Background: an optimization exercise with open tools, aiming at small area and a short achievable clock period. Do not read the settings as production practice. Where RTL was checked, it was by simulation tests only, not by an equivalence proof against the original. For runs 2 to 7, only the layout was checked, not whether the RTL still works. Power and IR drop assume default switching activity.

===== design/flow/flow/run.sh =====
#!/bin/bash
# Standard ORFS layout, with two changes: synthesis keeps adders as plain
# logic (no ha/fa cell mapping), and ports are buffered with buf_1 cells.
set -euo pipefail
bash standard.sh ADDER_MAP_FILE= 'BUFFER_PORTS_ARGS=-buffer_cell sky130_fd_sc_hd__buf_1' finish > standard.log 2>&1

===== design/flow/standard.sh =====
#!/bin/bash
# synth_recipe.tcl (not shown) runs the flow's synth.tcl, then flattens the netlist and writes it again
# the make line also repeats each setting of config.mk as NAME=value (left out here)
make -C /OpenROAD-flow-scripts/flow DESIGN_CONFIG=/design/flow/config.mk WORK_HOME=/design/flow/orfs CLKGATE_MAP_FILE= SYNTH_SCRIPT=/design/flow/synth_recipe.tcl "${@:-finish}"

===== design/flow/config.mk =====
export PLATFORM = sky130hd
export DESIGN_NAME = pe_unit
export DESIGN_NICKNAME = pe_unit
export VERILOG_FILES = /design/flow/design.v
export SDC_FILE = /design/flow/constraint.sdc
export NUM_CORES = 8
export LEC_CHECK = 0
export CAP_MARGIN = 20
export CORE_AREA = 5 5 395 395
export DIE_AREA = 0 0 400 400
export SLEW_MARGIN = 20

===== design/flow/constraint.sdc =====
create_clock -name core_clock -period 4.0 [get_ports {clk}]
set_input_delay 0.8000 -clock core_clock [delete_from_list [all_inputs] [get_ports {clk}]]
set_output_delay 0.8000 -clock core_clock [all_outputs]
set_load 0.01 [all_outputs]

===== design/flow/design.v =====
module pe_lane
(
	input  wire        clk,
	input  wire        op_add,
	input  wire        op_sub,
	input  wire        op_div,
	input  wire        op_mul,
	input  wire [15:0] a,
	input  wire [15:0] b,
	output wire [31:0] result
);
function [3:0] enc;
	input [15:0] x;
	integer i;
	begin
		enc = 4'd0;
		for (i = 0; i < 16; i = i + 1)
			if (x[i]) enc = enc | i[3:0];
	end
endfunction
function [3:0] quo;
	input [3:0] n;
	input [3:0] d;
	begin
		quo = {1'b0, n} / ({1'b0, d} + 5'd1);
	end
endfunction
wire [3:0] ab = enc(a);
wire [3:0] bb = enc(b);
wire [4:0] sum = {1'b0, ab} + {1'b0, bb};
wire [4:0] dif = {1'b0, ab} - {1'b0, bb};
wire [3:0] q;
assign q = quo(ab, bb);
wire [4:0] r = ({5{op_add}} & sum)
             | ({5{op_sub & ~dif[4]}} & dif)
             | ({5{op_mul}} & {1'b0, q});
reg [4:0] x_q;
reg [3:0] y_q;
reg       nz1_q;
always @(posedge clk) begin
	x_q   <= op_div ? {1'b0, ab} : r;
	y_q   <= op_div ? bb : 4'd1;
	nz1_q <= op_add | op_sub | op_div | op_mul;
end
wire [7:0] p = x_q[3:0] * y_q;
reg [3:0] hi_q, lo_q;
reg       nz_q;
always @(posedge clk) begin
	hi_q <= {p[7:5], p[4] | x_q[4]};
	lo_q <= p[3:0];
	nz_q <= nz1_q;
end
genvar k;
generate
	for (k = 0; k < 16; k = k + 1) begin : dec
		assign result[k] = nz_q & (lo_q == k);
		if (k < 15) begin : h
			assign result[16 + k] = nz_q & (hi_q == k);
		end else begin : h15
			assign result[31] = 1'b0;
		end
	end
endgenerate
endmodule
module pe_unit
(
	input  wire         clk,
	input  wire [19:0]  op_add,
	input  wire [19:0]  op_sub,
	input  wire [19:0]  op_div,
	input  wire [19:0]  op_mul,
	input  wire [319:0] r1_bus,
	input  wire [319:0] r2_bus,
	output wire [639:0] r_result_bus
);
genvar n;
generate
	for (n = 0; n < 20; n = n + 1) begin : lane
		pe_lane u (
			.clk(clk),
			.op_add(op_add[n]), .op_sub(op_sub[n]),
			.op_div(op_div[n]), .op_mul(op_mul[n]),
			.a(r1_bus[16*n +: 16]), .b(r2_bus[16*n +: 16]),
			.result(r_result_bus[32*n +: 32])
		);
	end
endgenerate
endmodule

==> results.txt, run 1 <==
The final worst-path cycle share was 0.850; the number of warnings printed during yosys synthesis was 1. The tightest hold path in the finished design has a slack of 0.316 ns. The tools report the worst setup slack after placement as 0.152 ns. For the number of global-route vias before repair, the log shows 43000. Signed area change from the synthesized netlist to the final layout: 24.3%.

The clock transition time at the flip-flop clock pins of the worst setup and hold paths was 0.06 ns. For the headroom to the max-slew limit, the log shows 0.381. The run gives 0.202 as the register area share after synthesis. Across the run, the number of max-cap violations was 0. Highest-delay cell along the critical path: dfxtp_1. The synthesized design spends more area on one cell type than any other, namely dfxtp_1.

After legalization and detailed placement, the total HPWL measured 132000 um. Overall die width: 400 um. The most frequently used cell type in the post-synthesis netlist was nor2_1.

In this run, post-CTS repair resized a total of 0 instances. The signal on the critical path passes through or3b_2 -> nor3_1 -> buf_1. With fillers left out, the area of the finished cells amounts to 46800 um^2. Before antenna repair, the detailed router went through 6 iterations. The transition time of the tightest slew-check pin is 0.929 ns, and the post-synthesis instance area is 37700 um^2.

The area used by multi-input combinational logic was 28600 um^2. The cell type group with the largest total delay on the critical path was simple AND/OR/NAND/NOR gates. The run finished with no timing, DRC or antenna violations. For the first-pass GRT wire length, the log shows 239000 um. The kind of capture point of the worst setup path is a primary output. The run gives 93 as the distinct cell type count after synthesis. For this run, the slowest stage of the critical path takes 0.71 ns. The number of buffer cells added on primary ports works out to 1300.

The number of DRC violations after detailed-routing iteration 0 was 3963; the timing-limited maximum frequency was 0.294 GHz. At the end of routability-driven placement, the weighted congestion stood at 0.996. Setup repair after global routing left no endpoint under its margin. For this design, the sink count on the clock tree is 380. Ranked by total cell area, the synthesized netlist is headed by dfxtp_1 (20%), nor2_1 (9.7%), nand2_1 (7.3%). In the final design database the tool counted 7817 nets. The analysis attributes to cell leakage a power of 16.5 nW.

The residual antenna-violating net count after detailed routing is 0, and the fraction of final layout cells sized beyond drive strength 1 is 0.0488. The buffering stage count on the worst path with inverters included is 1. By count the netlist is led by nor2_1 (978), nand2_1 (731), a21oi_1 (482).

Post-CTS setup buffer count: 0. Across the VDD grid, the largest voltage drop is 226 uV. The number of fill cells is 16800, and the maximum number of pins on one net before global-route repair is 18. In this run the number of H-tree levels came out at 2. The initial core utilization was 0.249; the share of synthesized registers carrying an async set or reset was 0.

The critical path is of the reg2out type. The cell count after synthesis came out at 5904. The initial antenna violation count is 18, and the y dimension of the die is 400 um.

The root cell of the clock tree was clkbuf_16. On the final layout, the worst clock skew is 0.0264 ns. After detailed routing, the average wire length per cell comes to 17.6 um.

The tools report the sort of element at the start of the critical path as a flop. The tools report the share of the core filled with cells as 0.309. The aggregate routed wire length was 161000 um.

Across the whole layout, storage elements account for 7610 um^2. The run gives 48500 as the total via count after detailed routing. TritonCTS built the clock tree. The via-per-instance ratio was 5.29; the number of buffers inserted by hold repair at cts was 0. The die area is 160000 um^2. In the routed design, unresolved DRC markers number 0. For the count of final setup violators, the log shows 0. The minimum clock period was 3.40 ns. Along the worst path, the maximum fanout reaches 8.

1361 I/O pins were placed. Hold violation total from the final report: 0. Data on the critical path is required at its endpoint by 3.20 ns. The final count of pins violating max slew came out at 0. The overall fraction of global-route tracks in use was 0.183. The source-to-sink clock delay at the later pin of the worst-skew pair is 0.62 ns.

The data arrival at the endpoint of the critical path was 2.60 ns; the core area was 152000 um^2. Averaged over all synthesized cells, the footprint is 6.38 um^2. Share of the synthesized area in the top cell type: 0.202. The number of synthesized flops with an enable pin was 0.

In this run the worst hold path is classified as reg2reg. In this run, synthesis produced a sequential element count of 380. Final total negative setup slack: 0 ns. The dominant synthesized flop cell was dfxtp_1.

The placed instances occupy a cell area of 45100 um^2. For this design the ratio of total power to cell area is 310 nW/um^2. The remaining global-route overflow was 0; the site row count was 143.

Across all setup checks in the final design, the least slack found is 0.601 ns. Clock tree synthesis inserted a total of 48 buffers. For the maximum root-to-sink buffer count, the log shows 3.
layer usage:
layer	global-route usage	vias up	share of wire
li1	-	23700	-
met1	0.242	22500	0.43
met2	0.286	2063	0.44
met3	0.0516	258	0.095
met4	0.0623	16	0.034
met5	0	-	0.00088
through the flow:
stage | instances | total power, mW
finish | 9177 | 14.5
global route | 9165 | 15.4
CTS | 9165 | 14.7
detailed placement | 9076 | 9.80
global placement | 9076 | 9.71
floorplan | 5923 | 7.93
layout make-up:
type                    count  share of cell area
clock buffers              59              0.0287
inverters                  53             0.00425
multi-input cells        5143               0.610
well taps                2030              0.0542
flip-flops and latches    380               0.162
clock inverters            30             0.00850
repair buffers           1470               0.131
diodes                     12            0.000641
logic make-up (layout without fill, tap and decap cells):
| family | Yosys count | after routing | synth area share |
|---|---|---|---|
| buf+inv | 400 | 1612 | 0.0420 |
| fa+ha+maj | 114 | 114 | 0.0304 |
| simple gates | 3198 | 3198 | 0.405 |
| flops | 380 | 380 | 0.202 |
| compound gates | 1470 | 1470 | 0.240 |
| xor+xnor | 310 | 310 | 0.0721 |
| mux | 31 | 31 | 0.00870 |
| other cells | 1 | 32 | 0.0000995 |
path summary, 6_finish.rpt:
| path | from | endpoint | slack, ns | cells past startpoint |
|---|---|---|---|---|
| worst max-delay path | lane[6].u.nz_q | r_result_bus[208] | 0.60 | 3 |
| worst min register to register | lane[6].u.nz1_q | lane[6].u.nz_q | 0.32 | 0 |
| worst min-delay path | lane[6].u.nz1_q | lane[6].u.nz_q | 0.32 | 0 |
| worst max register to register | lane[18].u.x_q[2] | lane[18].u.hi_q[2] | 1.24 | 11 |
power breakdown:
group / total (mW) / internal [mW] / switching, mW / leakage [nW]
clock network: 4.73 / 2.92 / 1.82 / 0.852
registers: 5.02 / 4.27 / 0.753 / 3.18
logic: 4.77 / 1.76 / 3.01 / 12.5
worst register-to-register path: stages (launching register included):
cell and delay [ns]:
dfxtp_1 0.65, nand2_1 0.23, o21ai_0 0.12, nand2_1 0.09
o21ai_0 0.10, a21oi_1 0.10, xnor2_1 0.16, and3_1 0.21
maj3_1 0.38, o21ai_0 0.26, xnor2_1 0.16, buf_4 0.23
sequential cells by signal, indices dropped and copies added (netlist names):
register	cells
lane.u.nz1_q	20
lane.u.x_q	100
lane.u.nz_q	20
lane.u.lo_q	80
lane.u.y_q	80
lane.u.hi_q	80
placed cells by master, fill, tap and decap left out, types with 77 or more instances in the layout:
cell      instances
buf_1          1300
nor2_1          978
nand2_1         731
a21oi_1         482
nor3_1          416
o21ai_0         394
dfxtp_1         380
nand3_1         251
xnor2_1         217
buf_4           170
and2_1          146
nor4_1          130
nand2b_1        126
and3_1          123
maj3_1          111
nand3b_1        107
xor2_1           93
a31oi_1          77
==> inputs of run 2 (changes only) <==
--- a/design/flow/design.v
+++ b/design/flow/design.v
@@ -18,44 +18,40 @@
 			if (x[i]) enc = enc | i[3:0];
 	end
 endfunction
-function [3:0] quo;
-	input [3:0] n;
-	input [3:0] d;
-	begin
-		quo = {1'b0, n} / ({1'b0, d} + 5'd1);
-	end
-endfunction
-wire [3:0] ab = enc(a);
-wire [3:0] bb = enc(b);
-wire [4:0] sum = {1'b0, ab} + {1'b0, bb};
-wire [4:0] dif = {1'b0, ab} - {1'b0, bb};
-wire [3:0] q;
-assign q = quo(ab, bb);
-wire [4:0] r = ({5{op_add}} & sum)
-             | ({5{op_sub & ~dif[4]}} & dif)
-             | ({5{op_mul}} & {1'b0, q});
-reg [4:0] x_q;
-reg [3:0] y_q;
-reg       nz1_q;
+reg [3:0] a_q, b_q;
+reg       add_q, sub_q, prd_q, quo_q;
 always @(posedge clk) begin
-	x_q   <= op_div ? {1'b0, ab} : r;
-	y_q   <= op_div ? bb : 4'd1;
-	nz1_q <= op_add | op_sub | op_div | op_mul;
+	a_q   <= enc(a);
+	b_q   <= enc(b);
+	add_q <= op_add;
+	sub_q <= op_sub;
+	prd_q <= op_div;
+	quo_q <= op_mul;
 end
-wire [7:0] p = x_q[3:0] * y_q;
+wire [4:0] sum  = a_q + b_q;
+wire [4:0] dif  = {1'b0, a_q} - {1'b0, b_q};
+wire [3:0] sat  = dif[4] ? 4'd0 : dif[3:0];
+wire [7:0] prod = a_q * b_q;
+wire [4:0] bp1  = {1'b0, b_q} + 5'd1;
+wire [3:0] quot = {1'b0, a_q} / bp1;
+wire       idle = ~(add_q | sub_q | prd_q | quo_q);
+wire [7:0] v    = ({8{add_q}} & {3'd0, sum})
+                | ({8{sub_q}} & {4'd0, sat})
+                | ({8{prd_q}} & prod)
+                | ({8{quo_q}} & {4'd0, quot});
 reg [3:0] hi_q, lo_q;
 reg       nz_q;
 always @(posedge clk) begin
-	hi_q <= {p[7:5], p[4] | x_q[4]};
-	lo_q <= p[3:0];
-	nz_q <= nz1_q;
+	hi_q <= v[7:4] | {4{idle}};
+	lo_q <= v[3:0];
+	nz_q <= ~idle;
 end
 genvar k;
 generate
 	for (k = 0; k < 16; k = k + 1) begin : dec
 		assign result[k] = nz_q & (lo_q == k);
 		if (k < 15) begin : h
-			assign result[16 + k] = nz_q & (hi_q == k);
+			assign result[16 + k] = (hi_q == k);
 		end else begin : h15
 			assign result[31] = 1'b0;
 		end
==> design/flow/run.sh (new file) <==
#!/bin/bash
# synth_recipe.tcl (not shown) runs the flow's synth.tcl, then flattens the netlist and writes it again
# the make line also repeats each setting of config.mk as NAME=value (left out here)
make -C /OpenROAD-flow-scripts/flow DESIGN_CONFIG=/design/flow/config.mk WORK_HOME=/design/flow/orfs CLKGATE_MAP_FILE= SYNTH_SCRIPT=/design/flow/synth_recipe.tcl finish
removed: design/flow/flow/run.sh
removed: design/flow/standard.sh
==> run 2 against run 1 <==
Compared with the run above:
- now fails the layout checks on negative setup slack
- clock power grew 8.9%
- area after synthesis grew 13%
- hold slack gained 0.22 ns
- via count shrank 4.8%
- cell area grew 48%
- setup slack lost 2.1 ns
- critical path depth grew 19
- critical endpoint is now lane[19].u.lo_q[0]
- cell count grew 3.9%
==> results.txt, run 2 <==
The iteration count of the initial detailed-routing pass was 6 (unchanged); the part of the total power dissipated in sequential elements was 0.367 (+0.021). The y dimension of the die is 400 um (unchanged), and the number of synthesized flops with an enable pin is 0 (unchanged). The number of fill cells is 14700 (-12%), and the headroom to the max-slew limit is 0.343 (-0.0382). The number of placed instances with taps included came out at 9271 (+2.1%).

The worst setup path is captured at a flop. The core area is 152000 um^2 (unchanged). The share of the synthesized area in the top cell type came out at 0.221 (+0.0193). The tools report the worst flop-to-flop path startpoint as lane[19].u.b_q[1]. The total number of H-tree levels is 2 (unchanged), and the fraction of final layout cells sized beyond drive strength 1 is 0.191 (+0.142). Post-synthesis instance area: 42700 um^2 (+13%). The number of buffer cells added on primary ports works out to 1300 (unchanged).

The sort of element at the start of the critical path was a flop. The source-to-sink clock delay at the later pin of the worst-skew pair came out at 0.63 ns (about the same). The via-per-instance ratio was 4.85 (-8.4%).

Mean routed wirelength per cell: 17.7 um (+1.1%). For the overall fraction of global-route tracks in use, the log shows 0.198 (+0.0149). By count the netlist is led by ha_1 (755), nor2_1 (645), inv_1 (498).

The maximum number of pins on one net before global-route repair was 15 (-3). The number of global-route vias before repair was 46900 (+9.1%). TritonCTS built the clock tree.

The logs give 37 (+37) for the count of final setup violators and 24 (+6) for the initial antenna violation count. Classification of the worst setup path: reg2reg. The tools report the timing-limited maximum frequency as 0.183 GHz (-38%). The cell that appears most often on the critical path is ha_1.

The first-pass GRT wire length came out at 255000 um (+6.5%). The number of DRC violations after detailed-routing iteration 0 is 2598 (-34%). Number of buffers inserted during clock tree synthesis: 51 (+6.3%).

Final worst setup slack: -1.47 ns (-2.08 ns). The register-to-register path setup slack came out at -1.47 ns (-2.71 ns). The setup skew after layout came out at 0.0204 ns (-0.00598 ns). The final worst-path cycle share came out at 1.37 (+0.519).

The buffering stage count on the worst path with inverters included is 1 (unchanged). The post-synthesis cell type with the largest combined area was ha_1. The register area share after synthesis came out at 0.197 (-0.00505). The cell area power density works out to 183 nW/um^2 (-41%).

For the total DRC errors in the routed layout, the log shows 0 (unchanged). The minimum clock period came out at 5.47 ns (+2.08 ns). The root cell of the clock tree is clkbuf_16.

The run gives 0.936 (-6.1%) as the routability congestion estimate. The maximum root-to-sink buffer count was 3 (unchanged). In the post-synthesis netlist, the biggest area contributors are ha_1 (22%), dfxtp_1 (20%), nor2_1 (5.7%).

The HPWL after detailed placement came out at 144000 um (+8.9%). The total stage count of the critical path came out at 22 (+19). The data arrival at the endpoint of the critical path came out at 5.97 ns (+3.37 ns). The path depth of the worst reg2reg path was 22 (+11); the final count of pins violating max slew was 0 (unchanged). The share of synthesized registers carrying an async set or reset was 0 (unchanged); the number of max-cap violations was 0 (unchanged). The total via count after detailed routing was 46200 (-4.8%). For the hold violation total from the final report, the log shows 0 (unchanged). The transition time of the tightest slew-check pin came out at 0.977 ns (+0.0483 ns). The number of synthesized register bits came out at 420 (+11%). The synthesized instance count was 5355 (-9.3%). Setup repair after global routing could not meet its margin everywhere. Internal cell power: 9.14 mW (+2.2%). The switching power share of the total was 0.283 (-0.102). The tools report the initial core utilization as 0.282 (+0.0332).

The number of warnings printed during yosys synthesis is 1 (unchanged). The worst register-to-register path ends at lane[19].u.lo_q[0]. Worst setup path startpoint: lane[19].u.b_q[1].

The net count reported at finish was 9046 (+16%). The synthesized area per cell came out at 7.98 um^2 (+25%). The largest fanout on the critical path works out to 6 (-2).

The library cell used most frequently in the layout, excluding fill and tap cells, is clkdlybuf4s50_1. The logs give 64700 um^2 (+44%) for the total placed instance area and 0.229 (-0.100) for the fraction of power consumed by combinational cells. The clock sink count is 420 (+11%), and the required time of the critical path is 4.50 ns (+1.30 ns).

Residual antenna-violating net count after detailed routing: 0 (unchanged). The clock transition time at the flip-flop clock pins of the worst setup and hold paths was 0.06 ns (about the same); the relative contribution of the clock network to total power was 0.404 (+0.078). From synthesis to final layout, the design area changed by 62.6%. Following the worst setup path forward leads to its endpoint at lane[19].u.lo_q[0]. The path class of the tightest hold or removal check is reg2reg. For the aggregate routed wire length, the log shows 169000 um (+5.0%). The logs give 143 (unchanged) for the site row count and 160000 um^2 (unchanged) for the die area. The flow ran to the end, but the layout failed its checks. The slowest stage of the critical path belongs to the cell or4b_4. The switching power came out at 3.60 mW (-35%).

Walking the worst path, the cells encountered are ha_4 -> nand2b_4 -> a311o_1 -> and2_4 -> nor4bb_2 -> ha_1 -> or4b_4 -> nand2_2 -> a211oi_2 -> ha_1 -> o21a_2 -> o21ai_4 -> or3_4 -> o31ai_4 -> ha_1 -> a41o_1 -> o221ai_4 -> buf_4 -> mux2_2 -> ha_1 -> o21ai_0 -> o211ai_1. The overall die width is 400 um (unchanged), and the maximum resistive drop on vdd is 271 uV (+20%). The layout checks failed on negative setup slack. The run gives 84 (-9.7%) as the distinct cell type count after synthesis. The top cell types in the final layout, fill and taps aside, are clkdlybuf4s50_1 (1300), buf_4 (755), ha_1 (651), nor2_1 (629), inv_1 (484). The run gives 0 (unchanged) as the remaining global-route overflow. In the post-synthesis netlist, the cell with the most instances is ha_1. The number of placed I/O pins was 1361 (unchanged). The largest stage delay on the critical path is 0.55 ns (-0.16 ns), and the final total negative setup slack is -25.41 ns (-25.41 ns).

On the critical path the largest part of the delay comes from simple AND/OR/NAND/NOR gates. For this run, the leading register cell type out of synthesis is dfxtp_1. The leakage power is 30.5 nW (+84%), and the number of non-filler instances in the completed layout is 9534 (+3.9%). The final instance area is 69400 um^2 (+48%), and the worst hold slack is 0.531 ns (+0.215 ns).
-- run 2: power by group through the flow --
stage	Clock [mW]	Combinational [mW]	Sequential [mW]
4_1_cts	5.34	2.90	4.67
6_report	5.15	2.92	4.67
2_1_floorplan	0	1.21	4.63
3_5_place_dp	0	2.85	4.76
3_3_place_gp	0	2.83	4.75
5_1_grt	5.50	3.16	4.71
-- run 2: how the worst min path moves through the flow --
| stage | start | endpoint | slack [ns] | cells after the start |
|---|---|---|---|---|
| floorplan | lane[8].u.quo_q | lane[8].u.lo_q[3] | 0.44 | 2 |
| global placement | lane[6].u.sub_q | lane[6].u.nz_q | 0.52 | 2 |
| detailed placement | lane[6].u.sub_q | lane[6].u.nz_q | 0.52 | 2 |
| CTS | lane[6].u.sub_q | lane[6].u.nz_q | 0.53 | 2 |
| global route | op_div[13] | lane[13].u.prd_q | 0.56 | 1 |
| finish | lane[6].u.sub_q | lane[6].u.nz_q | 0.53 | 2 |
-- run 2: worst min-delay path: cells and delay by family, from the launching register on --
kind	cells	cell delay [ns]
DFF	1	0.32
buffers and inverters	1	0.11
and+or+nand+nor	1	0.05
-- run 2: cells by family after synthesis --
logic type,after synthesis,share of synthesized area
buf+inv,578,0.0528
mux,98,0.0253
xor+xnor,276,0.0566
fa+ha+maj,875,0.277
compound gates,910,0.141
other cells,1,0.0000878
flops,420,0.197
simple gates,2197,0.249
-- run 2: metal layers --
layer,global-route usage,wire length (um),up-vias
met5,0,76,-
met4,0.0754,6390,12
met2,0.362,85900,1143
li1,-,-,23000
met3,0.0301,8280,260
met1,0.231,68500,21800
-- run 2: through the flow --
stage / power, mW / setup slack (ns) / util
global placement: 7.59 / -1.34 / 0.427
finish: 12.7 / -1.47 / 0.458
CTS: 12.9 / -1.30 / 0.451
floorplan: 5.84 / -1.19 / -
global route: 13.4 / -1.61 / 0.458
detailed placement: 7.61 / -1.45 / 0.427
-- run 2: repair_timing --
| action | CTS | global route |
|---|---|---|
| pin swaps | 241 | 164 |
| setup buffers | 122 | 51 |
| hold buffers | 0 | 0 |
| endpoints found under the hold margin | 0 | 0 |
| setup endpoints to repair | 40 | 40 |
| resized for setup | 205 | 151 |
-- run 2: final cells by class --
class | count | area [um^2] | share of cell area
Antenna cell | 13 | 32.5 | 0.000468
Clock buffer | 70 | 1580 | 0.0227
Clock inverter | 24 | 307 | 0.00441
Inverter | 500 | 1880 | 0.0271
Multi-Input combinational cell | 4376 | 35300 | 0.508
Sequential cell | 420 | 8570 | 0.123
Tap cell | 2030 | 2540 | 0.0366
Timing Repair Buffer | 2101 | 19200 | 0.277
==> inputs of run 3 (changes only) <==
--- a/design/flow/design.v
+++ b/design/flow/design.v
@@ -18,40 +18,54 @@
 			if (x[i]) enc = enc | i[3:0];
 	end
 endfunction
-reg [3:0] a_q, b_q;
-reg       add_q, sub_q, prd_q, quo_q;
+wire [3:0] ab = enc(a);
+wire [3:0] bb = enc(b);
+wire       inv = op_sub | op_mul;
+wire [4:0] t   = {1'b0, ab} + {1'b0, bb ^ {4{inv}}} + {4'd0, op_sub};
+wire       gt  = t[4];
+wire s10 = |a[15:10];
+wire s12 = |a[15:12];
+wire s14 = |a[15:14];
+wire u3  = a[3] | a[4] | a[5] | a[9] | a[10] | a[11] | a[15];
+wire u5  = |a[9:5] | a[15];
+wire u6  = |a[11:6];
+wire u7  = |a[13:7];
+wire [3:0] q;
+assign q[3] = b[0] & ab[3];
+assign q[2] = b[0] & ab[2] | b[1] & ab[3] | b[2] & s12;
+assign q[1] = b[0] & ab[1] | b[1] & ab[2] | b[2] & u6 | b[3] & ab[3]
+            | b[4] & s10 | b[5] & s12 | b[6] & s14;
+assign q[0] = b[0] & ab[0] | b[1] & ab[1] | b[3] & ab[2] | b[7] & ab[3]
+            | b[2] & u3 | b[4] & u5 | b[5] & u6 | b[6] & u7 | bb[3] & gt;
+wire [4:0] r = ({5{op_add}} & t)
+             | ({5{op_sub & gt}} & {1'b0, t[3:0]})
+             | ({5{op_mul}} & {1'b0, q});
+reg [4:0] x_q;
+reg [3:0] y_q;
+reg       nz1_q;
 always @(posedge clk) begin
-	a_q   <= enc(a);
-	b_q   <= enc(b);
-	add_q <= op_add;
-	sub_q <= op_sub;
-	prd_q <= op_div;
-	quo_q <= op_mul;
+	x_q   <= op_div ? {1'b0, ab} : r;
+	y_q   <= op_div ? bb : 4'd1;
+	nz1_q <= op_add | op_sub | op_div | op_mul;
 end
-wire [4:0] sum  = a_q + b_q;
-wire [4:0] dif  = {1'b0, a_q} - {1'b0, b_q};
-wire [3:0] sat  = dif[4] ? 4'd0 : dif[3:0];
-wire [7:0] prod = a_q * b_q;
-wire [4:0] bp1  = {1'b0, b_q} + 5'd1;
-wire [3:0] quot = {1'b0, a_q} / bp1;
-wire       idle = ~(add_q | sub_q | prd_q | quo_q);
-wire [7:0] v    = ({8{add_q}} & {3'd0, sum})
-                | ({8{sub_q}} & {4'd0, sat})
-                | ({8{prd_q}} & prod)
-                | ({8{quo_q}} & {4'd0, quot});
+wire [7:0] p = x_q[3:0] * y_q;
 reg [3:0] hi_q, lo_q;
 reg       nz_q;
 always @(posedge clk) begin
-	hi_q <= v[7:4] | {4{idle}};
-	lo_q <= v[3:0];
-	nz_q <= ~idle;
+	hi_q <= {p[7:5], p[4] | x_q[4]} | {4{~nz1_q}};
+	lo_q <= p[3:0];
+	nz_q <= nz1_q;
 end
+wire [3:0] hl = 4'b0001 << hi_q[1:0];
+wire [3:0] hh = 4'b0001 << hi_q[3:2];
+wire [3:0] ll = {4{nz_q}} & (4'b0001 << lo_q[1:0]);
+wire [3:0] lh = 4'b0001 << lo_q[3:2];
 genvar k;
 generate
 	for (k = 0; k < 16; k = k + 1) begin : dec
-		assign result[k] = nz_q & (lo_q == k);
+		assign result[k] = ll[k % 4] & lh[k / 4];
 		if (k < 15) begin : h
-			assign result[16 + k] = (hi_q == k);
+			assign result[16 + k] = hl[k % 4] & hh[k / 4];
 		end else begin : h15
 			assign result[31] = 1'b0;
 		end
==> design/flow/flow/run.sh (new file) <==
#!/bin/bash
# Standard ORFS layout, with two changes: synthesis keeps adders as plain
# logic (no ha/fa cell mapping), and ports are buffered with buf_1 cells.
set -euo pipefail
bash standard.sh ADDER_MAP_FILE= 'BUFFER_PORTS_ARGS=-buffer_cell sky130_fd_sc_hd__buf_1' finish > standard.log 2>&1
==> design/flow/standard.sh (new file) <==
#!/bin/bash
# synth_recipe.tcl (not shown) runs the flow's synth.tcl, then flattens the netlist and writes it again
# the make line also repeats each setting of config.mk as NAME=value (left out here)
make -C /OpenROAD-flow-scripts/flow DESIGN_CONFIG=/design/flow/config.mk WORK_HOME=/design/flow/orfs CLKGATE_MAP_FILE= SYNTH_SCRIPT=/design/flow/synth_recipe.tcl "${@:-finish}"
--- a/design/flow/config.mk
+++ b/design/flow/config.mk
@@ -8,4 +8,5 @@
 export CAP_MARGIN = 20
 export CORE_AREA = 5 5 395 395
 export DIE_AREA = 0 0 400 400
+export SETUP_SLACK_MARGIN = 1.8
 export SLEW_MARGIN = 20
removed: design/flow/run.sh
==> run 3 against run 2 <==
Compared with the run above:
- die area did not move
- now clean on timing, DRC and antenna
- flip-flop and latch count fell by 40
- core utilization fell by 4.2 points
- clock power is about 10% lower
- setup slack improved by 2.4 ns
- combinational power rose to 4.3 times the previous value
- synthesized cell count is 0.93% higher
- sequential power grew 36%
- clock skew up 0.010 ns
- non-clock buffer count fell by 118
- via count grew 11%
==> results.txt, run 3 <==
Remaining global-route overflow: 0 (unchanged). Ranked by total cell area, the synthesized netlist is headed by dfxtp_1 (21%), nor2_1 (8.5%), nand2_1 (7.6%). The internal cell power was 13.2 mW (+44%); the overall power of the completed layout was 23.4 mW (+84%). The maximum resistive drop on vdd came out at 236 uV (-13%).

Setup repair after global routing could not meet its margin everywhere. In the layout the commonest cells are nand2_1 (608), buf_1 (578), nor2_1 (528), buf_2 (474), buf_4 (464). The worst hold path belongs to the class reg2reg. The transition time of the tightest slew-check pin was 1.31 ns (+0.330 ns). The logs give 10.2 mW (+180%) for the switching power and 0 (-100%) for the count of final setup violators. The clock transition time at the flip-flop clock pins of the worst setup and hold paths works out to 0.06 ns (about the same). The total via count after detailed routing was 51300 (+11%); the largest stage delay on the critical path was 0.53 ns (-0.02 ns). Number of cells on the worst hold path: 0 (-2). The critical path goes through buf_6 -> or4_4 -> or4_4 -> o311a_1 -> a31oi_1 -> nand3_1 -> maj3_2 -> mux2_4 -> a221oi_2 -> o21ai_1. The tools report the net count reported at finish as 7931 (-12%).

The leakage power is 25.0 nW (-18%), and the post-synthesis instance area is 36000 um^2 (-16%). The die area is 160000 um^2 (unchanged), and the flip-flop count of the largest register after layout is 100. Overall fraction of global-route tracks in use: 0.210 (+0.0126). The library cell used most frequently in the layout, excluding fill and tap cells, is nand2_1.

The worst setup path is of the in2reg kind. Register with the most flip-flops: lane.u.x_q. The startpoint identified for the worst register-to-register timing path is lane[11].u.x_q[2].

The number of buffers inserted during clock tree synthesis is 47 (-7.8%), and the number of synthesized flops with an enable pin is 0 (unchanged). The commonest cells after synthesis are nor2_1 (812), nand2_1 (729), dfxtp_1 (380). Cell occurring most often along the worst timing path: or4_4. The tools report the worst setup slack after placement as 0.190 ns (+1.64 ns). The timing-limited maximum frequency was 0.327 GHz (+79%); the overall die width was 400 um (unchanged). Destination of the worst register-to-register timing path: lane[11].u.hi_q[3]. STA classifies the critical path endpoint as a flop. The routability congestion estimate was 1.02 (+8.7%); the aggregate routed wire length was 198000 um (+17%).

The root buffer cell chosen for the clock tree is clkbuf_16. The via-per-instance ratio works out to 5.51 (+14%). The synthesized instance count is 5405 (+0.93%). The switching power share of the total is 0.436 (+0.153). For the relative contribution of the clock network to total power, the log shows 0.197 (-0.207).

The cell area power density is 371 nW/um^2 (+100%), and the share of the core filled with cells is 0.416 (-0.0420). The share of the synthesized area in the top cell type is 0.212 (-0.00959). For the distinct cell type count after synthesis, the log shows 88 (+4.8%). The worst setup path is launched from a primary input.

The cell type group with the largest total delay on the critical path is simple AND/OR/NAND/NOR gates. The register-to-register path setup slack was 1.43 ns (+2.90 ns). For the site row count, the log shows 143 (unchanged).

Fraction of final layout cells sized beyond drive strength 1: 0.451 (+0.260). The initial antenna violation count is 54 (+130%), and the largest fanout on the critical path is 7 (+1). The run gives 0 (unchanged) as the total DRC errors in the routed layout. The fraction of power consumed by combinational cells is 0.532 (+0.303), and the final worst-path cycle share is 0.763 (-0.605). The tools report the headroom to the max-slew limit as 0.115 (-0.228).

The maximum root-to-sink buffer count is 3 (unchanged). Number of global-route vias before repair: 46000 (-1.9%). The worst setup path startpoint is r1_bus[179]. Required time of the critical path: 4.48 ns (-0.02 ns). The highest-delay cell along the critical path was or4_4. The path depth of the worst reg2reg path came out at 9 (-59%). The data arrival at the endpoint of the critical path came out at 3.54 ns (-2.43 ns). The final count of pins violating max slew is 0 (unchanged).

For the setup skew after layout, the log shows 0.0307 ns (+0.0102 ns). The startpoint of the tightest hold check path was lane[0].u.nz1_q. Among all flip-flop cells after synthesis, the most frequent one is dfxtp_1. Of all cell types, the one taking the most synthesized area is dfxtp_1. The hold violation total from the final report is 0 (unchanged), and the y dimension of the die is 400 um (unchanged). The source-to-sink clock delay at the later pin of the worst-skew pair came out at 0.62 ns (about the same). The most frequently used cell type in the post-synthesis netlist was nor2_1. The synthesized area per cell was 6.65 um^2 (-17%); the first-pass GRT wire length was 268000 um (+5.3%).

The run gives 380 (-9.5%) as the clock sink count. The tools report the endpoint of the worst hold-timing path as lane[0].u.nz_q. The core area is 152000 um^2 (unchanged), and the number of max-cap violations is 0 (unchanged).

The iteration count of the initial detailed-routing pass was 9 (+3); the buffering stage count on the worst path with inverters included was 1 (unchanged). The mean routed wirelength per cell was 21.2 um (+20%); the number of synthesized register bits was 380 (-9.5%). The tools report the final worst setup slack as 0.946 ns (+2.42 ns). The number of buffers inserted by hold repair at cts is 0 (unchanged), and the share of synthesized registers carrying an async set or reset is 0 (unchanged). The minimum clock period is 3.05 ns (-2.42 ns), and the maximum number of pins on one net before global-route repair is 18 (+3). The register area share after synthesis was 0.212 (+0.0147); the number of buffer cells added on primary ports was 1320 (+1.5%). From synthesis to final layout, the design area changed by 75.4%. The number of placed I/O pins is 1361 (unchanged).

The logs give 0 ns (+25.41 ns) for the final total negative setup slack and 143000 um (-1.1%) for the HPWL after detailed placement. The run gives 4487 (+73%) as the number of DRC violations after detailed-routing iteration 0. The run finished with no timing, DRC or antenna violations. The tools report the number of warnings printed during yosys synthesis as 1 (unchanged).

Total number of H-tree levels: 2 (unchanged). The part of the total power dissipated in sequential elements came out at 0.270 (-0.097). The residual antenna-violating net count after detailed routing is 0 (unchanged). TritonCTS built the clock tree. The run gives 0.237 (-0.0446) as the initial core utilization.
==> run 3: worst max-delay path by stage <==
| stage | to | slack [ns] | cells after the start |
|---|---|---|---|
| floorplan | lane[11].u.x_q[0] | 0.38 | 10 |
| global placement | lane[11].u.x_q[0] | 0.16 | 10 |
| detailed placement | lane[11].u.x_q[1] | 0.19 | 10 |
| CTS | lane[11].u.x_q[3] | 0.99 | 10 |
| global route | lane[11].u.x_q[3] | 0.93 | 11 |
| finish | lane[11].u.x_q[3] | 0.95 | 10 |
==> run 3: cell type report <==
type / count / area [um^2]
diodes: 36 / 90.1
clock buffers: 61 / 1330
clock inverters: 24 / 335
fillers: 14600 / 88500
inverters: 104 / 390
multi-input cells: 4694 / 36500
flip-flops and latches: 380 / 8610
well taps: 2030 / 2540
repair buffers: 1983 / 13300
==> run 3: logic make-up after synthesis <==
kind of cell | after synthesis | share of synthesized area
simple gates | 2976 | 0.403
compound gates | 1246 | 0.230
flops | 380 | 0.212
buf+inv | 350 | 0.0387
xor+xnor | 330 | 0.0823
fa+ha+maj | 66 | 0.0184
mux | 56 | 0.0163
other cells | 1 | 0.000104
==> run 3: metrics by stage <==
step / hold slack [ns] / area [um^2] / instances
after global placement: 0.388 / 43900 / 8552
after global routing: 0.403 / 63000 / 9296
after detailed placement: 0.389 / 43900 / 8552
final: 0.388 / 63100 / 9312
after CTS: 0.389 / 56100 / 8999
after floorplan: 0.369 / 37500 / 5424
==> run 3: power groups by stage <==
stage	clock, mW	sequential, mW	combinational [mW]
2_1_floorplan	0	5.02	4.57
3_3_place_gp	0	5.59	6.61
3_5_place_dp	0	5.61	6.69
4_1_cts	4.74	6.13	9.90
5_1_grt	4.90	6.43	13.2
6_report	4.62	6.33	12.5
==> run 3: worst register-to-register path, stage by stage, from the launching register on <==
cell and delay, ns:
dfxtp_2 0.44, nand2_1 0.16, xnor3_2 0.46, xor2_2 0.23, nand2_2 0.14, maj3_1 0.41
o22ai_4 0.22, nor2_1 0.07, o21ai_0 0.18, buf_4 0.19
==> run 3: repair_timing <==
action	CTS	global route
cloned	0	0
setup buffers	362	277
gates resized for setup	2499	1168
pin swaps	530	521
setup endpoints to repair	787	772
==> run 3: per-layer routing <==
| metal | share of wire | GRT usage |
|---|---|---|
| met2 | 0.46 | 0.343 |
| met1 | 0.39 | 0.263 |
| met4 | 0.051 | 0.0812 |
| met3 | 0.095 | 0.0586 |
| met5 | 0.0013 | 0.00924 |
==> inputs of run 4 (changes only) <==
--- a/design/flow/config.mk
+++ b/design/flow/config.mk
@@ -6,7 +6,7 @@
 export NUM_CORES = 8
 export LEC_CHECK = 0
 export CAP_MARGIN = 20
-export CORE_AREA = 5 5 395 395
-export DIE_AREA = 0 0 400 400
+export CORE_AREA = 5 5 295 295
+export DIE_AREA = 0 0 300 300
 export SETUP_SLACK_MARGIN = 1.8
 export SLEW_MARGIN = 20
==> run 4 against run 3 <==
Compared with the run above:
- the run now fails in I/O pin placement
- synthesized cell count did not move
- area after synthesis is the same
==> results.txt, run 4 <==
The post-synthesis instance area was 36000 um^2 (unchanged). The overall die width came out at 300 um (-25%). Number of synthesized register bits: 380 (unchanged).

The most frequently used cell type in the post-synthesis netlist is nor2_1. The tools report the distinct cell type count after synthesis as 88 (unchanged). The share of synthesized cell area in and, or, nand and nor gates works out to 0.403 (unchanged). The flow did not finish. In the post-synthesis netlist, the biggest area contributors are dfxtp_1 (21%), nor2_1 (8.5%), nand2_1 (7.6%). For this run, the leading register cell type out of synthesis is dfxtp_1. Post-synthesis cell type with the largest combined area: dfxtp_1. The number of warnings printed during yosys synthesis was 1 (unchanged). Area share of xor/xnor cells in the synthesized design: 0.0823 (unchanged).

After synthesis, the largest family of logic cells by area is simple AND/OR/NAND/NOR gates. The adder and majority gate portion of the synthesized area came out at 0.0184 (unchanged). The share of the synthesized area in the top cell type was 0.212 (unchanged); the initial core utilization was 0.430 (+0.193). The register area share after synthesis came out at 0.212 (unchanged). The site row count is 106 (-26%), and the compound-gate portion of the synthesized area is 0.230 (unchanged).

Y dimension of the die: 300 um (-25%). The first error in the log reads "[ERROR PPL-0024] Number of IO pins (1361) exceeds maximum number of available positions (1082). Increase the die perimeter from 1200.00um to 1850.96um". The last stage reached was I/O pin placement. The synthesized area per cell came out at 6.65 um^2 (unchanged). The number of synthesized flops with an enable pin was 0 (unchanged); the share of synthesized registers carrying an async set or reset was 0 (unchanged). For the synthesized instance count, the log shows 5405 (unchanged). Ranked by instance count, the synthesized netlist is headed by nor2_1 (812), nand2_1 (729), dfxtp_1 (380). The mux contribution to synthesized area was 0.0163 (unchanged).
-- run 4: kinds of logic after synthesis --
kind of cell | after synthesis
XOR/XNOR | 330
AND/OR/NAND/NOR | 2976
flip-flops | 380
other | 1
buffers and inverters | 350
adder cells (fa/ha/maj) | 66
AO/OA/AOI/OAI | 1246
multiplexers | 56
==> inputs of run 5 (changes only) <==
--- a/design/flow/design.v
+++ b/design/flow/design.v
@@ -20,47 +20,52 @@
 endfunction
 wire [3:0] ab = enc(a);
 wire [3:0] bb = enc(b);
-wire       inv = op_sub | op_mul;
-wire [4:0] t   = {1'b0, ab} + {1'b0, bb ^ {4{inv}}} + {4'd0, op_sub};
-wire       gt  = t[4];
-wire s10 = |a[15:10];
-wire s12 = |a[15:12];
-wire s14 = |a[15:14];
-wire u3  = a[3] | a[4] | a[5] | a[9] | a[10] | a[11] | a[15];
-wire u5  = |a[9:5] | a[15];
-wire u6  = |a[11:6];
-wire u7  = |a[13:7];
+wire [15:0] s;                        
+assign s[15] = a[15];
+genvar k;
+generate
+	for (k = 0; k < 15; k = k + 1) begin : suf
+		assign s[k] = |a[15:k];
+	end
+endgenerate
+wire u3 = a[3] | a[4] | a[5] | a[9] | a[10] | a[11] | a[15];
+wire u5 = |a[9:5] | a[15];
+wire u6 = |a[11:6];
+wire u7 = |a[13:7];
 wire [3:0] q;
 assign q[3] = b[0] & ab[3];
-assign q[2] = b[0] & ab[2] | b[1] & ab[3] | b[2] & s12;
+assign q[2] = b[0] & ab[2] | b[1] & ab[3] | b[2] & s[12];
 assign q[1] = b[0] & ab[1] | b[1] & ab[2] | b[2] & u6 | b[3] & ab[3]
-            | b[4] & s10 | b[5] & s12 | b[6] & s14;
+            | b[4] & s[10] | b[5] & s[12] | b[6] & s[14];
 assign q[0] = b[0] & ab[0] | b[1] & ab[1] | b[3] & ab[2] | b[7] & ab[3]
-            | b[2] & u3 | b[4] & u5 | b[5] & u6 | b[6] & u7 | bb[3] & gt;
-wire [4:0] r = ({5{op_add}} & t)
-             | ({5{op_sub & gt}} & {1'b0, t[3:0]})
-             | ({5{op_mul}} & {1'b0, q});
-reg [4:0] x_q;
-reg [3:0] y_q;
-reg       nz1_q;
+            | b[2] & u3 | b[4] & u5 | b[5] & u6 | b[6] & u7
+            | b[8] & s[9] | b[9] & s[10] | b[10] & s[11] | b[11] & s[12]
+            | b[12] & s[13] | b[13] & s[14] | b[14] & s[15];
+reg [3:0] x_q, y_q;
+reg       add_q, sub_q, mul_q;
 always @(posedge clk) begin
-	x_q   <= op_div ? {1'b0, ab} : r;
-	y_q   <= op_div ? bb : 4'd1;
-	nz1_q <= op_add | op_sub | op_div | op_mul;
+	x_q   <= op_mul ? q : ab;
+	y_q   <= op_mul ? 4'd1 : (bb ^ {4{op_sub}});
+	add_q <= op_add;
+	sub_q <= op_sub;
+	mul_q <= op_div | op_mul;
 end
-wire [7:0] p = x_q[3:0] * y_q;
+wire [4:0] t = {1'b0, x_q} + {1'b0, y_q} + {4'd0, sub_q};
+wire [7:0] p = x_q * y_q;
+wire       idle = ~(add_q | sub_q | mul_q);
+wire [3:0] hi = ({4{mul_q}} & p[7:4]) | {3'd0, add_q & t[4]} | {4{idle}};
+wire [3:0] lo = ({4{mul_q}} & p[3:0]) | ({4{add_q | sub_q & t[4]}} & t[3:0]);
 reg [3:0] hi_q, lo_q;
 reg       nz_q;
 always @(posedge clk) begin
-	hi_q <= {p[7:5], p[4] | x_q[4]} | {4{~nz1_q}};
-	lo_q <= p[3:0];
-	nz_q <= nz1_q;
+	hi_q <= hi;
+	lo_q <= lo;
+	nz_q <= ~idle;
 end
 wire [3:0] hl = 4'b0001 << hi_q[1:0];
 wire [3:0] hh = 4'b0001 << hi_q[3:2];
 wire [3:0] ll = {4{nz_q}} & (4'b0001 << lo_q[1:0]);
 wire [3:0] lh = 4'b0001 << lo_q[3:2];
-genvar k;
 generate
 	for (k = 0; k < 16; k = k + 1) begin : dec
 		assign result[k] = ll[k % 4] & lh[k / 4];
--- a/design/flow/config.mk
+++ b/design/flow/config.mk
@@ -6,7 +6,7 @@
 export NUM_CORES = 8
 export LEC_CHECK = 0
 export CAP_MARGIN = 20
-export CORE_AREA = 5 5 295 295
-export DIE_AREA = 0 0 300 300
-export SETUP_SLACK_MARGIN = 1.8
+export CORE_AREA = 5 5 395 395
+export DIE_AREA = 0 0 400 400
+export SETUP_SLACK_MARGIN = 1.6
 export SLEW_MARGIN = 20
==> run 5 against run 4 <==
Compared with the run above:
- now clean on timing, DRC and antenna
- area after synthesis is 1.8% higher
- synthesized cell count is 2.2% lower
==> results.txt, run 5 <==
The site row count came out at 143 (+35%). The iteration count of the initial detailed-routing pass is 9, and the number of buffers inserted by hold repair at cts is 0. The run gives 160000 um^2 as the die area. By instance count, the leading cell after synthesis is nor2_1. Buffers placed on the I/O ports in this run total 1320. The number of synthesized flops with an enable pin works out to 0 (unchanged). The first-pass GRT wire length is 240000 um, and the post-synthesis instance area is 36600 um^2 (+1.8%).

For the maximum root-to-sink buffer count, the log shows 3. In this design, the critical path's most frequently occurring cell is buf_6. After routing, the total negative slack on setup checks comes to 0 ns.

After synthesis, the cell types taking the most area are dfxtp_1 (22%), nor2_1 (7.2%), xnor2_1 (7.2%). The number of synthesized register bits came out at 400 (+5.3%). For the initial antenna violation count, the log shows 30. The H-tree was split into 2 levels.

The clock reaches the later pin of the worst-skew pair after 0.62 ns. The final worst-path cycle share works out to 0.665. Via-per-instance ratio: 5.29. Overall die width: 400 um (+33%). Register area share after synthesis: 0.219 (+0.00715). The transition time of the tightest slew-check pin is 0.781 ns, and the final worst setup slack is 1.34 ns. The count of nets left with antenna violations once routing finished came out at 0.

Before CTS, the worst setup slack after placement is 0.960 ns. The tools report the worst setup path startpoint as lane[3].u.lo_q[3]. Entering global routing, the biggest net connects 22 pins.

TritonCTS built the clock tree. The share of the synthesized area in the top cell type was 0.219 (+0.00715). The timing-limited maximum frequency is 0.376 GHz, and the fraction of final layout cells sized beyond drive strength 1 is 0.234. The path category of the worst min-delay check was in2reg. The synthesized instance count is 5288 (-2.2%), and the required time of the critical path is 3.20 ns.

The number of max-cap violations came out at 0. For the aggregate routed wire length, the log shows 165000 um. The minimum clock period was 2.66 ns. The share of synthesized registers carrying an async set or reset was 0 (unchanged). The tools report the data arrival at the endpoint of the critical path as 1.86 ns. Number of warnings printed during yosys synthesis: 1 (unchanged). The y dimension of the die was 400 um (+33%); the largest stage delay on the critical path was 0.45 ns. The number of non-filler instances in the completed layout came out at 8613. For the final count of pins violating max slew, the log shows 0. For this run, design rule violations remaining after detail routing come to 0.

The congestion estimate from routability-driven global placement came to 1.01. After the first detailed-routing iteration, the DRC count stood at 4286. Traced cell by cell, the critical path runs through or3b_4 -> buf_6 -> nor2_4 -> buf_6.

The worst hold path begins at op_add[16]. The synthesized area per cell works out to 6.92 um^2 (+4.1%). Setup repair after global routing could not meet its margin everywhere. The clock transition time at the flip-flop clock pins of the worst setup and hold paths is 0.06 ns. The hold violation total from the final report is 0, and the setup skew after layout is 0.0226 ns.

The overall fraction of global-route tracks in use came out at 0.185. Setup violations remaining at the end of the flow were counted as 0. The root cell of the clock tree was clkbuf_16. In the synthesized netlist the dominant register cell turns out to be dfxtp_1.

The total area inside the core boundary comes to 152000 um^2. For this run, the post-layout net count is 7242. Distinct cell type count after synthesis: 83 (-5.7%). The flow ran to the end and the layout has no timing, DRC or antenna violations. For this design the top-level I/O count stands at 1361. The number of global-route vias before repair came out at 41300.

The highest-delay cell along the critical path was or3b_4. Once placement finished, the instance area stood at 43000 um^2. The area growth from synthesis to layout is 37.5%. After filler insertion, the fill cell instance count of the layout stands at 16300. After detailed routing, the average wire length per cell comes to 19.2 um. In the layout the commonest cells are buf_1 (918), nor2_1 (611), nand2_1 (567), xnor2_1 (302), o21ai_0 (294).

Buffers inserted during clock tree synthesis total 51. The headroom to the max-slew limit was 0.475. Sort of element at the start of the critical path: a flop. The run gives 0.242 (-0.189) as the initial core utilization. The post-synthesis cell type with the largest combined area is dfxtp_1. The share of the core filled with cells came out at 0.332. Classification of the worst setup path: reg2out. In this run the power density over the cells is 338 nW/um^2. The total via count after detailed routing was 45500. Worst flop-to-flop path startpoint: lane[2].u.sub_q.

Counting instances in the post-synthesis netlist gives the leading cell types as nor2_1 (707), nand2_1 (589), dfxtp_1 (400). Leaving out fill and tap cells, the most frequent cell in the layout is buf_1. The kind of capture point of the worst setup path is a primary output. The HPWL after detailed placement was 133000 um; the maximum resistive drop on vdd was 318 uV. The clock sink count is 400, and the leakage power is 18.8 nW.

After routing the design area is 50300 um^2. For this run the aggregate overflow at the end of global routing stands at 0. The largest fanout on the critical path is 4, and the number of placed instances with taps included is 8369.
==> run 5: cell types whose count changed after synthesis, sizes merged, moves of 87 or more <==
cell / previous run / this run
buf: 25 / 149
nand2: 729 / 589
nor2: 812 / 707
and2: 100 / 12
o22ai: 54 / 141
xnor2: 209 / 302
==> run 5: layout make-up <==
type / instances / area [um^2] / share of cell area
inverter: 145 / 544 / 0.0108
sequential: 400 / 8840 / 0.175
clock inverter: 29 / 453 / 0.00900
timing repair buffer: 1454 / 6940 / 0.138
clock buffer: 63 / 1410 / 0.0281
antenna: 23 / 57.6 / 0.00114
tap: 2030 / 2540 / 0.0504
multi-input combinational: 4469 / 29600 / 0.587
==> run 5: path summary, 6_finish.rpt <==
kind,endpoint,slack [ns],depth (start not counted)
setup / recovery,r_result_bus[99],1.34,4
hold / removal,lane[16].u.add_q,0.27,1
setup reg to reg,lane[2].u.lo_q[3],1.67,7
hold reg to reg,lane[13].u.hi_q[0],0.51,2
==> run 5: critical path, delay by kind of cell (launching register included) <==
kind / cells / cell delay [ns]
buffers and inverters: 2 / 0.29
flip-flops: 1 / 0.32
AND/OR/NAND/NOR: 2 / 0.64
==> run 5: report_power, final <==
group	leakage, nW	switching [mW]	internal [mW]
logic	14.5	3.54	2.73
registers	3.38	1.20	4.52
clock network	0.905	1.88	3.16
==> run 5: timing repair <==
action	CTS	global route
gates resized for setup	997	639
pin swaps	113	100
setup buffers	55	74
setup endpoints to repair	607	581
endpoints found under the hold margin	0	0
==> run 5: through the flow <==
stage / power, mW / hold slack, ns
6_report: 17.0 / 0.270
5_1_grt: 18.0 / 0.221
4_1_cts: 16.5 / 0.185
3_5_place_dp: 10.5 / 0.489
3_3_place_gp: 10.5 / 0.499
2_1_floorplan: 8.52 / 0.463
==> run 5: metal layers <==
| metal | global-route usage | part of all wire | vias up |
|---|---|---|---|
| met5 | 0 | 0.00082 | - |
| met4 | 0.0738 | 0.037 | 14 |
| met3 | 0.0456 | 0.081 | 307 |
| met2 | 0.298 | 0.46 | 1951 |
| met1 | 0.238 | 0.42 | 21600 |
| li1 | - | - | 21700 |
==> run 5: cell families (layout without fill, tap and decap cells) <==
group | Yosys count | in the layout | synth area share
compound gates | 1288 | 1288 | 0.229
xor+xnor | 443 | 443 | 0.109
flops | 400 | 400 | 0.219
fa+ha+maj | 100 | 100 | 0.0274
other cells | 1 | 43 | 0.000102
mux | 59 | 59 | 0.0164
buf+inv | 438 | 1691 | 0.0514
simple gates | 2559 | 2559 | 0.348
==> inputs of run 6 (changes only) <==
==> design/flow/flow/run.sh (replaced) <==
#!/bin/bash
# Standard ORFS layout, with these changes: synthesis keeps adders as plain
# logic (no ha/fa cell mapping), ports are buffered with buf_1 cells, and
# pins may sit on adjacent routing tracks.
set -euo pipefail
bash standard.sh ADDER_MAP_FILE= \
	'BUFFER_PORTS_ARGS=-buffer_cell sky130_fd_sc_hd__buf_1' \
	'PLACE_PINS_ARGS=-min_distance 1 -min_distance_in_tracks' \
	finish > standard.log 2>&1
--- a/design/flow/config.mk
+++ b/design/flow/config.mk
@@ -6,7 +6,7 @@
 export NUM_CORES = 8
 export LEC_CHECK = 0
 export CAP_MARGIN = 20
-export CORE_AREA = 5 5 395 395
-export DIE_AREA = 0 0 400 400
+export CORE_AREA = 5 5 295 295
+export DIE_AREA = 0 0 300 300
 export SETUP_SLACK_MARGIN = 1.6
 export SLEW_MARGIN = 20
==> run 6 against run 5 <==
Compared with the run above:
- cell area decreased by 8.6%
- routed wire length decreased by 14%
- sequential power down 3.7%
- count of clock-buffer cells in the layout is 1 lower
- highest routed layer unchanged
- flip-flop and latch count unchanged
- via count fell by 2.1%
- die area decreased by 44%
- total power down 11%
- maximum frequency grew 7.4%
- core utilization grew 22 points
- largest cell class unchanged
- critical endpoint is now r_result_bus[384]
- sequential share of layout area grew 1.3 points
==> results.txt, run 6 <==
The run finished with no timing, DRC or antenna violations. Number of synthesized flops with an enable pin: 0 (unchanged). The area growth from synthesis to layout is 25.8%. For the timing-limited maximum frequency, the log shows 0.404 GHz (+7.4%). The tools report the root cell of the clock tree as clkbuf_16.

The initial core utilization is 0.438 (+0.197). The number of buffers inserted by hold repair at cts was 0 (unchanged). For the source-to-sink clock delay at the later pin of the worst-skew pair, the log shows 0.58 ns (-0.04 ns).

Minimum clock period: 2.48 ns (-0.183 ns). The final count of pins violating max slew is 0 (unchanged), and the y dimension of the die is 300 um (-25%). The number of global-route vias before repair came out at 40400 (-2.1%). The maximum root-to-sink buffer count is 3 (unchanged). The number of cells on the worst hold path was 1 (unchanged); the net count reported at finish was 7173 (-0.95%). The tools report the required time of the critical path as 3.20 ns (about the same). The number of placed I/O pins is 1361 (unchanged). Largest stage delay on the critical path: 0.44 ns (about the same). The run gives 3505 (-18%) as the number of DRC violations after detailed-routing iteration 0.

The fraction of final layout cells sized beyond drive strength 1 came out at 0.158 (-0.0757). The worst register-to-register path ends at lane[9].u.hi_q[1]. Distinct cell type count after synthesis: 83 (unchanged). The synthesized instance count came out at 5288 (unchanged). After synthesis, the cell types taking the most area are dfxtp_1 (22%), nor2_1 (7.2%), xnor2_1 (7.2%). For the worst setup slack after placement, the log shows 0.986 ns (+0.0254 ns).

The maximum number of pins on one net before global-route repair came out at 22 (unchanged). The total DRC errors in the routed layout is 0 (unchanged), and the hold violation total from the final report is 0 (unchanged). The most heavily used metal layer in global routing was met2. Share of the synthesized area in the top cell type: 0.219 (unchanged). The final instance area was 46000 um^2 (-8.6%). The cell area power density was 330 nW/um^2 (-2.3%). Number of buffer cells added on primary ports: 1320 (unchanged). The worst setup path is launched from a flop. In the layout the commonest cells are buf_1 (1109), nor2_1 (660), nand2_1 (581), xnor2_1 (302), o21ai_0 (295). Iteration count of the initial detailed-routing pass: 8 (-1). The routability congestion estimate was 1.04 (+2.7%); the site row count was 106 (-26%). The tightest min-delay check is of the in2reg type. The buffering stage count on the worst path with inverters included came out at 1 (-1). The worst hold path begins at op_add[17].

The total placed instance area is 41800 um^2 (-2.7%), and the synthesized area per cell is 6.92 um^2 (unchanged). Leakage power: 17.0 nW (-9.9%). Met1 track demand over resource in global routing: 0.368 (+0.130). The logs give 1.68 ns (about the same) for the register-to-register path setup slack and 142000 um (-14%) for the aggregate routed wire length. The final total negative setup slack was 0 ns (unchanged). The global routing usage on met3 is 0.0731 (+0.0274).

The flip-flop and latch area was 8660 um^2 (-1.9%); the total via count after detailed routing was 44600 (-2.1%). The dominant synthesized flop cell is dfxtp_1. The transition time of the tightest slew-check pin was 0.791 ns (+0.0102 ns); the final worst-path cycle share was 0.619 (-0.0457). Via-per-instance ratio: 5.87 (+11%). The setup path with the least slack is of type reg2out. Clock transition time at the flip-flop clock pins of the worst setup and hold paths: 0.06 ns (about the same).

The post-synthesis cell type with the largest combined area is dfxtp_1. The data arrival at the endpoint of the critical path was 1.68 ns (-0.18 ns). The run gives 0 (unchanged) as the number of max-cap violations. Number of placed instances with taps included: 7424 (-11%). The tools report the HPWL after detailed placement as 113000 um (-15%). The slowest stage of the critical path is the or3b_4 cell.

The kind of capture point of the worst setup path is a primary output. The global-route track usage on met2 was 0.441 (+0.143); the number of non-filler instances in the completed layout was 7591 (-12%). The remaining global-route overflow is 0 (unchanged).

The overall fraction of global-route tracks in use is 0.284 (+0.0989), and the maximum resistive drop on vdd is 265 uV (-17%). The clock sink count was 400 (unchanged); the share of the core filled with cells was 0.551 (+0.219). The library cell used most frequently in the layout, excluding fill and tap cells, is buf_1. The share of synthesized registers carrying an async set or reset was 0 (unchanged); the residual antenna-violating net count after detailed routing was 0 (unchanged). The first-pass GRT wire length is 216000 um (-10%). The path depth of the worst reg2reg path works out to 6 (-1). The logs give 1.52 ns (+0.183 ns) for the final worst setup slack and 0.468 (-0.00685) for the headroom to the max-slew limit. The number of fill cells was 8370 (-48%); the total number of H-tree levels was 2 (unchanged). The largest fanout on the critical path is 4 (unchanged).

Setup repair after global routing could not meet its margin everywhere. The number of synthesized register bits was 400 (unchanged). The cell type group with the largest total delay on the critical path is simple AND/OR/NAND/NOR gates. The tools report the area used by multi-input combinational logic as 28000 um^2 (-5.3%). By count the netlist is led by nor2_1 (707), nand2_1 (589), dfxtp_1 (400). The number of buffers inserted during clock tree synthesis came out at 49 (-3.9%). TritonCTS built the clock tree. The number of warnings printed during yosys synthesis is 1 (unchanged).

The tools report the setup skew after layout as 0.00951 ns (-0.0131 ns). The overall die width is 300 um (-25%). Mean routed wirelength per cell: 18.7 um (-2.2%). For hold timing, the worst endpoint is lane[17].u.add_q.

The tools report the register area share after synthesis as 0.219 (unchanged). The count of final setup violators came out at 0 (unchanged). The most frequently used cell type in the post-synthesis netlist was nor2_1. For the post-synthesis instance area, the log shows 36600 um^2 (unchanged). Walking the worst path, the cells encountered are or3b_4 -> nor3_4 -> buf_2. The run gives 33 (+10%) as the initial antenna violation count.

The die area came out at 90000 um^2 (-44%). The startpoint identified for the worst register-to-register timing path is lane[9].u.x_q[2]. The core area is 83600 um^2 (-45%).
[run 6: cell families after synthesis]
kind of cell | synth area share
AO/OA/AOI/OAI | 0.229
flip-flops | 0.219
multiplexers | 0.0164
buffers and inverters | 0.0514
other | 0.000102
AND/OR/NAND/NOR | 0.348
XOR/XNOR | 0.109
adder cells (fa/ha/maj) | 0.0274
[run 6: report_power, final]
part / leakage (nW) / total [mW] / switching, mW / internal [mW]
clock: 0.755 / 4.39 / 1.77 / 2.62
sequential: 3.36 / 5.51 / 1.03 / 4.48
combinational: 12.8 / 5.31 / 3.09 / 2.22
[run 6: metrics by stage]
stage,hold slack [ns],total power [mW]
floorplan,0.463,8.52
global placement,0.494,10.3
detailed placement,0.486,10.3
CTS,0.268,15.0
global route,0.289,16.1
finish,0.311,15.2
[run 6: per-layer routing]
layer / up-vias / share of wire
li1: 21500 / -
met1: 20500 / 0.42
met2: 2086 / 0.43
met3: 439 / 0.093
met4: 16 / 0.055
met5: - / 0.00094
[run 6: worst max path at each step]
| stage | to | startpoint | cells after the start |
|---|---|---|---|
| 6_report | r_result_bus[384] | lane[12].u.lo_q[3] | 3 |
| 5_1_grt | r_result_bus[384] | lane[12].u.lo_q[3] | 3 |
| 3_3_place_gp | lane[9].u.x_q[0] | r1_bus[159] | 8 |
| 3_5_place_dp | lane[9].u.x_q[0] | r1_bus[159] | 8 |
| 2_1_floorplan | lane[9].u.x_q[0] | r1_bus[159] | 7 |
| 4_1_cts | r_result_bus[320] | lane[10].u.nz_q | 3 |
[run 6: final cells by class]
class,instances,share of cell area
flip-flops and latches,400,0.188
clock buffers,62,0.0290
clock inverters,23,0.00557
repair buffers,1387,0.126
diodes,25,0.00136
inverters,145,0.0118
well taps,1080,0.0293
multi-input cells,4469,0.608
[run 6: repair_timing]
item,4_1_cts,5_1_grt
gates cloned,0,1
buffers inserted,21,35
pin swaps,61,71
endpoints found under the setup margin,361,481
gates resized for setup,450,509
==> inputs of run 7 (changes only) <==
==> design/flow/flow/run.sh (replaced) <==
#!/bin/bash
set -euo pipefail
bash standard.sh ADDER_MAP_FILE= \
	'BUFFER_PORTS_ARGS=-buffer_cell sky130_fd_sc_hd__buf_1' \
	'PLACE_PINS_ARGS=-min_distance 1 -min_distance_in_tracks' \
	'CTS_ARGS=-sink_clustering_enable -repair_clock_nets -dont_use_dummy_load -sink_clustering_size 30 -sink_clustering_max_diameter 120' \
	finish > standard.log 2>&1
==> run 7 against run 6 <==
Compared with the run above:
- still clean
- critical path depth did not move
- hold slack improved by 0.0098 ns
- register-to-register slack barely moved
- clock skew rose by 0.024 ns
- largest cell class unchanged
==> results.txt, run 7 <==
The flow ran to the end and the layout has no timing, DRC or antenna violations. The tools report the number of global-route vias before repair as 40100 (-0.94%). The number of buffers inserted during clock tree synthesis was 19 (-61%). The tools report the leakage power as 16.7 nW (-1.8%). The y dimension of the die is 300 um (unchanged), and the source-to-sink clock delay at the later pin of the worst-skew pair is 0.58 ns (about the same). The register-to-register path setup slack is 1.67 ns (about the same). Post-synthesis instance area: 36600 um^2 (unchanged).

For the timing-limited maximum frequency, the log shows 0.402 GHz (-0.42%). The overall fraction of global-route tracks in use is 0.281 (-0.00289), and the setup skew after layout is 0.0332 ns (+0.0237 ns). The commonest cells after synthesis are nor2_1 (707), nand2_1 (589), dfxtp_1 (400).

The tools report the HPWL after detailed placement as 113000 um (unchanged). The number of synthesized flops with an enable pin came out at 0 (unchanged). The highest-delay cell along the critical path is or3b_4.

The root buffer cell chosen for the clock tree is clkbuf_16. Total DRC errors in the routed layout: 0 (unchanged). Summed over all instances, the cell type with the most area after synthesis is dfxtp_1. The via-per-instance ratio was 5.88 (+0.23%); the signed area change from the synthesized netlist to the final layout was 23.9%. The worst hold path begins at op_add[11]. Hold violation total from the final report: 0 (unchanged). The count of final setup violators was 0 (unchanged). Ranked by total cell area, the synthesized netlist is headed by dfxtp_1 (22%), nor2_1 (7.2%), xnor2_1 (7.2%). The routability congestion estimate came out at 1.04 (unchanged). The maximum resistive drop on vdd is 240 uV (-9.4%), and the number of max-cap violations is 0 (unchanged). The initial antenna violation count is 34 (+3.0%). The worst setup path is launched from a flop.

The number of synthesized register bits is 400 (unchanged). The number of fill cells was 8455 (+1.0%); the largest fanout on the critical path was 4 (unchanged). Distinct cell type count after synthesis: 83 (unchanged). The endpoint of the worst hold-timing path was lane[11].u.add_q. The logs give 83600 um^2 (unchanged) for the core area and 0 (unchanged) for the final count of pins violating max slew.

The run gives 44600 (+0.0090%) as the total via count after detailed routing. The initial core utilization is 0.438 (unchanged). Number of buffer cells added on primary ports: 1320 (unchanged).

In the layout the commonest cells are buf_1 (1101), nor2_1 (658), nand2_1 (583), xnor2_1 (302), o21ai_0 (298). The buffering stage count on the worst path with inverters included came out at 1 (unchanged). The remaining global-route overflow was 0 (unchanged).

TritonCTS built the clock tree. STA classifies the critical path endpoint as a primary output. The logs give 1.69 ns (about the same) for the data arrival at the endpoint of the critical path and 90000 um^2 (unchanged) for the die area.

The final total negative setup slack was 0 ns (unchanged); the fraction of final layout cells sized beyond drive strength 1 was 0.157 (-0.00165). The site row count is 106 (unchanged), and the maximum number of pins on one net before global-route repair is 31 (+41%). The residual antenna-violating net count after detailed routing was 0 (unchanged). The overall power of the completed layout is 12.9 mW (-15%), and the total number of H-tree levels is 1 (-1). The worst register-to-register path begins at lane[9].u.y_q[1].

The largest stage delay on the critical path works out to 0.44 ns (about the same). For the number of DRC violations after detailed-routing iteration 0, the log shows 3488 (-0.49%). Mean routed wirelength per cell: 18.7 um (-0.13%). The path depth of the worst reg2reg path was 9 (+3). Among all flip-flop cells after synthesis, the most frequent one is dfxtp_1. The min-delay analysis places its worst path in the category in2reg. The number of placed I/O pins came out at 1361 (unchanged).

The number of cells on the worst hold path is 1 (unchanged). For the register area share after synthesis, the log shows 0.219 (unchanged). The kind of cell with the highest combined delay along the critical path is simple AND/OR/NAND/NOR gates. The run gives 0 (unchanged) as the number of buffers inserted by hold repair at cts. Setup repair after global routing could not meet its margin everywhere. The run gives 3 (unchanged) as the maximum root-to-sink buffer count. nor2_1 is the most common cell in the netlist. The number of warnings printed during yosys synthesis is 1 (unchanged), and the overall die width is 300 um (unchanged). The cell area power density was 285 nW/um^2 (-14%); the headroom to the max-slew limit was 0.457 (-0.0113). The classification of the worst setup path was reg2out. Synthesized area per cell: 6.92 um^2 (unchanged). The share of synthesized registers carrying an async set or reset came out at 0 (unchanged). The clock sink count was 400 (unchanged); the iteration count of the initial detailed-routing pass was 6 (-2). The clock transition time at the flip-flop clock pins of the worst setup and hold paths was 0.11 ns (+0.05 ns); the required time of the critical path was 3.20 ns (about the same). The destination of the worst register-to-register timing path is lane[9].u.hi_q[1]. The net count reported at finish was 7188 (+0.21%); the transition time of the tightest slew-check pin was 0.807 ns (+0.0167 ns). The logs give 5288 (unchanged) for the synthesized instance count and 142000 um (-0.35%) for the aggregate routed wire length.

The library cell used most frequently in the layout, excluding fill and tap cells, is buf_1. The first-pass GRT wire length was 214000 um (-0.66%). The critical path goes through or3b_4 -> nor3_4 -> buf_2. The final worst-path cycle share works out to 0.622 (+0.00260). The share of the synthesized area in the top cell type was 0.219 (unchanged); the minimum clock period was 2.49 ns (+0.0104 ns).
==> run 7: timing repair <==
| action | in CTS | in global routing |
|---|---|---|
| endpoints found under the setup margin | 349 | 490 |
| gates cloned | 0 | 1 |
| gates resized for setup | 440 | 552 |
| setup buffers | 24 | 77 |
| pin swaps | 60 | 76 |
==> run 7: worst max-delay path by stage <==
stage,start,end,slack [ns],cells past startpoint
finish,lane[12].u.lo_q[3],r_result_bus[384],1.51,3
global route,lane[12].u.lo_q[3],r_result_bus[384],1.45,3
CTS,lane[14].u.hi_q[1],r_result_bus[467],1.49,3
detailed placement,r1_bus[159],lane[9].u.x_q[0],0.99,8
global placement,r1_bus[159],lane[9].u.x_q[0],1.01,8
floorplan,r1_bus[159],lane[9].u.x_q[0],1.30,7
==> run 7: metrics by stage <==
step | hold WS [ns] | setup slack (ns) | instances | utilization | area [um^2]
after global placement | 0.494 | 1.01 | 7424 | 0.500 | 41800
after global routing | 0.291 | 1.45 | 7563 | 0.542 | 45300
after CTS | 0.274 | 1.49 | 7467 | 0.518 | 43300
after detailed placement | 0.486 | 0.986 | 7424 | 0.500 | 41800
final | 0.321 | 1.51 | 7574 | 0.543 | 45400
after floorplan | 0.463 | 1.30 | 5307 | - | 36800
==> run 7: layout make-up <==
type	count	area (um^2)	area share
timing repair buffer	1432	6240	0.138
antenna	29	72.6	0.00160
multi-input combinational	4469	27900	0.616
sequential	400	8750	0.193
tap	1080	1350	0.0298
inverter	145	544	0.0120
clock buffer	19	475	0.0105
==> run 7: power by group <==
group          internal, mW  total (mW)  switching, mW
combinational          2.23        5.34           3.11
clock                 0.855        2.13           1.28
sequential             4.47        5.46          0.997
==> run 7: metal layers <==
metal  track usage  vias up  routed length [um]
met5       0.00379        -                 150
li1              -    21500                   -
met4         0.125       18                7050
met2         0.439     2083               62000
met1         0.371    20500               59800
met3        0.0653      410               12700
==> run 7: kinds of logic (layout without fill, tap and decap cells) <==
group,count (synthesis),in the layout,share of synthesized area
compound gates,1288,1288,0.229
simple gates,2559,2559,0.348
fa+ha+maj,100,100,0.0274
buf+inv,438,1596,0.0514
flops,400,400,0.219
xor+xnor,443,443,0.109
mux,59,59,0.0164
other cells,1,49,0.000102
